This is an optimization exercise on Yosys and OpenROAD, whose aim is small area, a short achievable clock period and few clock cycles, not a production implementation.
The RTL was checked by simulation tests, not by an equivalence proof against the original design.

Setup of job 1074:
Design geofence, start of the top module:
module geofence(clk, reset, X, Y, valid, is_inside);
input clk;
input reset;
input [9:0] X;
input [9:0] Y;
output reg valid;
output reg is_inside;
reg [3:0] phase;             
reg [9:0] px, py;            
reg sx, sy;                  
reg [9:0] mx, my;            
reg lsx, lsy, rsx, rsy;
reg [9:0] lmx, lmy, rmx, rmy;
reg ins;
wire [10:0] dx = {1'b0, X} - {1'b0, px};
wire [10:0] dy = {1'b0, Y} - {1'b0, py};
wire [9:0] ax = (dx[9:0] ^ {10{dx[10]}}) + {9'd0, dx[10]};
wire [9:0] ay = (dy[9:0] ^ {10{dy[10]}}) + {9'd0, dy[10]};
wire zx = mx == 10'd0, zy = my == 10'd0;
wire zlx = lmx == 10'd0, zly = lmy == 10'd0;
wire zrx = rmx == 10'd0, zry = rmy == 10'd0;
wire a_le, a_dn;
xsgn ua(.a(lmx), .b(my), .c(lmy), .d(mx), .le(a_le), .lt(a_dn));
wire a_dz = a_le && !a_dn;
wire a_s1 = lsx ^ sy, a_s2 = lsy ^ sx;
wire a_nz = !(zlx || zy) || !(zly || zx);
wire an = (a_s1 == a_s2) ? (a_s1 ? !(a_dn || a_dz) : a_dn) : (a_s1 && a_nz);
wire az = (a_s1 == a_s2) ? a_dz : !a_nz;
wire ap = !an && !az;
wire b_le, b_dn;
xsgn ub(.a(mx), .b(rmy), .c(my), .d(rmx), .le(b_le), .lt(b_dn));
wire b_dz = b_le && !b_dn;
wire b_s1 = sx ^ rsy, b_s2 = sy ^ rsx;
wire b_nz = !(zx || zry) || !(zy || zrx);
wire bn = (b_s1 == b_s2) ? (b_s1 ? !(b_dn || b_dz) : b_dn) : (b_s1 && b_nz);
wire bz = (b_s1 == b_s2) ? b_dz : !b_nz;
wire bp = !bn && !bz;
wire opp = (!zx && (sx ^ lsx)) || (!zy && (sy ^ lsy));
wire hit = (zx && zy) || (an && (bn || bz)) || (az && bn) || (az && bz && opp);
always @(posedge clk or posedge reset) begin
    if (reset) phase <= 4'd0;
    else if (phase == 4'd8) phase <= 4'd0;
    else if (phase == 4'd6 && (ins || hit)) phase <= 4'd8;   
    else phase <= phase + 4'd1;
end
always @(posedge clk) begin
    sx <= dx[10]; mx <= ax;
    sy <= dy[10]; my <= ay;
end
always @(posedge clk) begin
    if (phase == 4'd0) begin
        px <= X;
        py <= Y;
    end
    if (phase == 4'd2) begin
        lsx <= sx; lmx <= mx; lsy <= sy; lmy <= my;
        rsx <= sx; rmx <= mx; rsy <= sy; rmy <= my;
        ins <= zx && zy;
    end else if (phase >= 4'd3 && phase <= 4'd7) begin
        if (hit) ins <= 1'b1;
        if (an && bp) begin lsx <= sx; lmx <= mx; lsy <= sy; lmy <= my; end
        if (ap && bn) begin rsx <= sx; rmx <= mx; rsy <= sy; rmy <= my; end
    end
end
always @(posedge clk or posedge reset) begin
    if (reset) begin
        valid <= 1'b0;
  ...
clock: 12.0 ns
lec_check: 0
cap_margin: 0
core_margin: 2
core_utilization: 40
cts_buf_list: sky130_fd_sc_hd__clkbuf_4 sky130_fd_sc_hd__clkbuf_8
cts_cluster_diameter: 100
cts_cluster_size: 30
place_density: 0.6
setup_slack_margin: 5
slew_margin: 0
standard.sh (not shown) runs the stock make flow with config.mk's settings and CLKGATE_MAP_FILE= SYNTH_SCRIPT=/design/flow/synth_recipe.tcl, a recipe that flattens the netlist after the stock synthesis.
==> flow/flow/run.sh <==
#!/bin/bash
# The standard layout, with one extra step between synthesis and floorplan:
# invopt.py removes the inverters that Yosys's full-adder extraction leaves between
# adders (see invopt.py). Each tool's output goes to a log of its own.
set -euo pipefail
R=orfs/results/$FLOW_PLATFORM/geofence/base
LIB=$FLOW_HOME/platforms/$FLOW_PLATFORM/lib/sky130_fd_sc_hd__tt_025C_1v80.lib
bash standard.sh synth > synth.log 2>&1
cp $R/1_2_yosys.v 1_2_yosys.synth.v
python3 flow/invopt.py $LIB 1_2_yosys.synth.v 1_2_yosys.invopt.v > invopt.log 2>&1
cp 1_2_yosys.invopt.v $R/1_2_yosys.v
bash standard.sh finish > layout.log 2>&1
Other scripts of this flow, unchanged in this note and not shown: flow/flow/invopt.py
Job 1074 has completed all stages; timing, DRC and antenna checks passed.
Testbench counts of job 1074, summed over its fixed seeds: cycles 70,999.
The inputs of job 6927 differ from those of job 1074 as listed below.
- CTS_BUF_LIST removed (was sky130_fd_sc_hd__clkbuf_4 sky130_fd_sc_hd__clkbuf_8)
- CTS_CLUSTER_SIZE removed (was 30)
- CAP_MARGIN changed from 0 to 20
- SLEW_MARGIN changed from 0 to 20
- CTS_CLUSTER_DIAMETER removed (was 100)
-- flow/flow/run.sh --
<<< job 1074, line 10
python3 flow/invopt.py $LIB 1_2_yosys.synth.v 1_2_yosys.invopt.v > invopt.log 2>&1
cp 1_2_yosys.invopt.v $R/1_2_yosys.v
bash standard.sh finish > layout.log 2>&1
>>> job 6927, line 10
python3 flow/invopt.py $LIB 1_2_yosys.synth.v 1_2_yosys.invopt.v > invopt.log 2>&1
cp 1_2_yosys.invopt.v $R/1_2_yosys.v
bash standard.sh "BUFFER_PORTS_ARGS=-buffer_cell sky130_fd_sc_hd__buf_1" finish > layout.log 2>&1
## What came out
- The final layout from job 6927, which completed every stage, passed the timing, DRC and antenna checks at the end of the flow.
- On job 6927: transition at the pin with the smallest max-transition slack is 0.016 ns lower than what job 1074 gave.
- In the metrics for job 1074 and job 6927, the one carrying the higher total of plain and repair buffers excluding clock buffers is job 6927.
- Where achievable clock frequency is concerned, job 1074 is better than job 6927.
- Compared to job 1074, the routing of job 6927 uses more wire.
- Taking job 1074 as the reference, in job 6927 arrival time of data at the critical path endpoint went up 0.16 ns, cell area about even.
### job 6927 -> job 7762
- CTS_CLUSTER_SIZE newly set to 30
- CTS_CLUSTER_DIAMETER newly set to 100
- CTS_BUF_LIST newly set to sky130_fd_sc_hd__clkbuf_4 sky130_fd_sc_hd__clkbuf_8
-- flow/flow/run.sh --
<<< job 6927, line 10
python3 flow/invopt.py $LIB 1_2_yosys.synth.v 1_2_yosys.invopt.v > invopt.log 2>&1
cp 1_2_yosys.invopt.v $R/1_2_yosys.v
bash standard.sh "BUFFER_PORTS_ARGS=-buffer_cell sky130_fd_sc_hd__buf_1" finish > layout.log 2>&1
>>> job 7762, line 10
python3 flow/invopt.py $LIB 1_2_yosys.synth.v 1_2_yosys.invopt.v > invopt.log 2>&1
cp 1_2_yosys.invopt.v $R/1_2_yosys.v
bash standard.sh SETUP_SLACK_MARGIN=5.7 "CTS_ARGS=-sink_clustering_enable -repair_clock_nets -buf_list {sky130_fd_sc_hd__clkbuf_4 sky130_fd_sc_hd__clkbuf_8} -sink_clustering_size 30 -sink_clustering_max_diameter 100 -dont_use_dummy_load" finish > layout.log 2>&1
==> comparison <==
Compared with job 6927, job 7762 shows fraction of met1 tracks used by global routing lower by 0.43 points.
For the cell depth of the worst hold path, job 7762 came in 2 higher than job 6927 did.
The standard cells in job 7762 occupy more silicon area than those in job 6927 do.
Compared with job 6927, in job 7762 HPWL reported at the end of detailed placement now sits lower, routed length on met2 now sits higher.
Total wire length, job 7762 and job 6927, lower one = job 6927.
[compare] base=job 6927 new=job 7762: sequential cell count about even, global-route usage ~0 delta.
Setup slack, job 7762 and job 6927, lower one = job 6927.
For the sequential share of layout area, job 7762 came in 0.88 points lower than job 6927 did.
The following lists how job 7020 was set up differently from job 7762:
-- flow/flow/run.sh --
<<< job 7762, line 10
python3 flow/invopt.py $LIB 1_2_yosys.synth.v 1_2_yosys.invopt.v > invopt.log 2>&1
cp 1_2_yosys.invopt.v $R/1_2_yosys.v
bash standard.sh SETUP_SLACK_MARGIN=5.7 "CTS_ARGS=-sink_clustering_enable -repair_clock_nets -buf_list {sky130_fd_sc_hd__clkbuf_4 sky130_fd_sc_hd__clkbuf_8} -sink_clustering_size 30 -sink_clustering_max_diameter 100 -dont_use_dummy_load" finish > layout.log 2>&1
>>> job 7020, line 10
python3 flow/invopt.py $LIB 1_2_yosys.synth.v 1_2_yosys.invopt.v > invopt.log 2>&1
cp 1_2_yosys.invopt.v $R/1_2_yosys.v
bash standard.sh finish > layout.log 2>&1
Job 7762: flow completed, timing, DRC and antenna clean. Job 7020 completed; timing, DRC and antenna clean. Per the comparison of job 7020 with job 7762, number of buffers other than clock buffers in the final layout went down by 97; core utilization went down by 2.6 points; final RePlAce weighted congestion went up by 3.0%.
#### Input delta (job 9427 over job 7020)
- swapping 5 for 4.5 in SETUP_SLACK_MARGIN
-- flow/flow/run.sh --
<<< job 7020, line 10
python3 flow/invopt.py $LIB 1_2_yosys.synth.v 1_2_yosys.invopt.v > invopt.log 2>&1
cp 1_2_yosys.invopt.v $R/1_2_yosys.v
bash standard.sh finish > layout.log 2>&1
>>> job 9427, line 10
python3 flow/invopt.py $LIB 1_2_yosys.synth.v 1_2_yosys.invopt.v > invopt.log 2>&1
cp 1_2_yosys.invopt.v $R/1_2_yosys.v
bash standard.sh "CTS_ARGS=-sink_clustering_enable -repair_clock_nets -buf_list {sky130_fd_sc_hd__clkbuf_4 sky130_fd_sc_hd__clkbuf_8} -sink_clustering_size 30 -sink_clustering_max_diameter 100 -dont_use_dummy_load" finish > layout.log 2>&1
==> run notes <==
Job 9427 ended with every stage complete and zero timing, DRC or antenna violations. Cmp job 9427 and job 7020 / number of gates resized after CTS / lower: job 9427. Min final cycle utilization of the critical path across job 9427 and job 7020: job 7020. Critical path depth down 1 in job 9427 wrt job 7020. Time the final worst path needs with I/O delays and setup ends up lower on job 7020. Going from job 7020 to job 9427, final instance area shrinks by 0.57%.

* * *

geofence, a different RTL version from the one above (not shown whole).
Size in the first run: about 1200 cells after synthesis, ~24 I/O pins.
## geofence
module geofence(clk, reset, X, Y, valid, is_inside);
input clk;
input reset;
input [9:0] X;
input [9:0] Y;
output reg valid;
output reg is_inside;
reg [4:0] t;
reg [9:0] px, py;            
reg [19:0] buf0, buf1, buf2;   
reg sx, sy;                  
reg [9:0] mx, my;            
reg lsx, lsy, rsx, rsy;
reg [9:0] lmx, lmy, rmx, rmy;
reg ins;
reg [3:0] hp;                
reg [3:0] qo;                
reg [12:0] hx, hy;           
reg glo, plo;
reg an_r, anz_r;             
reg s0;                      
reg s2;                      
reg tr;                      
reg cr;                      
wire [4:0] tn = t + 5'd1;
always @(posedge clk or posedge reset) begin
    if (reset) begin
        s0 <= 1'b0; s2 <= 1'b0; tr <= 1'b0; cr <= 1'b0;
    end else begin
        s0 <= !valid && (tn == 5'd2 || tn == 5'd3 || tn == 5'd5 || tn == 5'd8 || tn == 5'd11 || tn == 5'd14);
        s2 <= !valid && (tn == 5'd5 || tn == 5'd8 || tn == 5'd11 || tn == 5'd14 || tn == 5'd17);
        tr <= !valid && (tn == 5'd7 || tn == 5'd10 || tn == 5'd13 || tn == 5'd16);
        cr <= !valid && tr;
    end
end
  ...
clock: 12.0 ns
lec_check: 0
cap_margin: 20
core_margin: 2
core_utilization: 40
cts_buf_list: sky130_fd_sc_hd__clkbuf_4 sky130_fd_sc_hd__clkbuf_8
cts_cluster_diameter: 60
cts_cluster_size: 20
place_density: 0.6
setup_slack_margin: 5
slew_margin: 20
==> flow/flow/run.sh <==
#!/bin/bash
# The standard layout, with one extra step between synthesis and floorplan:
# invopt.py removes the inverters that Yosys's full-adder extraction leaves between
# adders (see invopt.py). Each tool's output goes to a log of its own.
set -euo pipefail
R=orfs/results/$FLOW_PLATFORM/geofence/base
LIB=$FLOW_HOME/platforms/$FLOW_PLATFORM/lib/sky130_fd_sc_hd__tt_025C_1v80.lib
bash standard.sh synth > synth.log 2>&1
cp $R/1_2_yosys.v 1_2_yosys.synth.v
python3 flow/invopt.py $LIB 1_2_yosys.synth.v 1_2_yosys.invopt.v > invopt.log 2>&1
cp 1_2_yosys.invopt.v $R/1_2_yosys.v
bash standard.sh SETUP_SLACK_MARGIN=7 "CTS_ARGS=-sink_clustering_enable -repair_clock_nets -buf_list {sky130_fd_sc_hd__clkbuf_4 sky130_fd_sc_hd__clkbuf_8} -sink_clustering_size 20 -sink_clustering_max_diameter 60 -dont_use_dummy_load" finish > layout.log 2>&1
Other scripts of this flow, unchanged in this note and not shown: flow/flow/invopt.py
The baseline finished clean.
Testbench counts at the start, summed over its fixed seeds: cycles 79,733.
Edit:
--- a/flow/flow/run.sh
+++ b/flow/flow/run.sh
@@ -11,2 +11,2 @@
 cp 1_2_yosys.invopt.v $R/1_2_yosys.v
-bash standard.sh SETUP_SLACK_MARGIN=7 "CTS_ARGS=-sink_clustering_enable -repair_clock_nets -buf_list {sky130_fd_sc_hd__clkbuf_4 sky130_fd_sc_hd__clkbuf_8} -sink_clustering_size 20 -sink_clustering_max_diameter 60 -dont_use_dummy_load" finish > layout.log 2>&1
+bash standard.sh SETUP_SLACK_MARGIN=7.5 "CTS_ARGS=-sink_clustering_enable -repair_clock_nets -buf_list {sky130_fd_sc_hd__clkbuf_4 sky130_fd_sc_hd__clkbuf_8} -sink_clustering_size 20 -sink_clustering_max_diameter 60 -dont_use_dummy_load" finish > layout.log 2>&1
Result: Core utilization rises by 1.3 points; wire length goes up by a few percent; synthesized area stays the same; final cell count rose slightly; via count increases by a few percent; sequential share of layout area falls by 1.1 points; global-route usage is lower by 0.17 points; non-clock buffer count rises by 24; cell area grows by a few percent.
Edit:
--- a/flow/flow/run.sh
+++ b/flow/flow/run.sh
@@ -11,2 +11,2 @@
 cp 1_2_yosys.invopt.v $R/1_2_yosys.v
-bash standard.sh SETUP_SLACK_MARGIN=7.5 "CTS_ARGS=-sink_clustering_enable -repair_clock_nets -buf_list {sky130_fd_sc_hd__clkbuf_4 sky130_fd_sc_hd__clkbuf_8} -sink_clustering_size 20 -sink_clustering_max_diameter 60 -dont_use_dummy_load" finish > layout.log 2>&1
+bash standard.sh SETUP_SLACK_MARGIN=7.8 "CTS_ARGS=-sink_clustering_enable -repair_clock_nets -buf_list {sky130_fd_sc_hd__clkbuf_4 sky130_fd_sc_hd__clkbuf_8} -sink_clustering_size 20 -sink_clustering_max_diameter 60 -dont_use_dummy_load" finish > layout.log 2>&1
After rerunning:
- cell count grows by 2.7%
- global-route usage grows by 1.4 points
- worst setup slack is better by 160 ps

-- separate check: timing with driven ports --
In the flow no input, the clock included, has a driving cell. The finished layouts below were timed again as built, in two steps.
Step 1: set_driving_cell puts a clkbuf_16 on clk and a buf_2 on each other input, an assumption about the parent block.
Step 2 times the ports against the registers' clock, not the clock port: input delays grow and output delays shrink by t, the midpoint of the rising clock arrivals with the driver on.
Slacks: ideal / step 1 / step 2; pairs: ideal / step 1.
run	t (ns)	setup slack, ns	slew at the worst register clock pin (ns)	pins driven straight from the clock port
job 1074	0.397	5.447 / 5.447 / 5.447	0.10 / 0.10	1
job 6927	0.374	5.227 / 5.227 / 5.227	0.07 / 0.07	1
job 7762	0.374	5.704 / 5.704 / 5.678	0.10 / 0.10	1
job 7020	0.397	5.442 / 5.442 / 5.442	0.10 / 0.10	1
job 9427	0.376	4.970 / 4.970 / 4.970	0.10 / 0.10	1
the first run of note 2	0.520	7.167 / 7.189 / 6.668	0.12 / 0.12	1
the second run of note 2	0.528	7.452 / 7.452 / 7.074	0.12 / 0.12	1
the third run of note 2	0.522	7.611 / 7.611 / 7.336	0.11 / 0.11	1
After both steps every run listed still meets setup and hold. The setup slack of the first run of note 2, which loses most, moves by +0.022 ns with the drivers and by -0.499 ns with both steps.
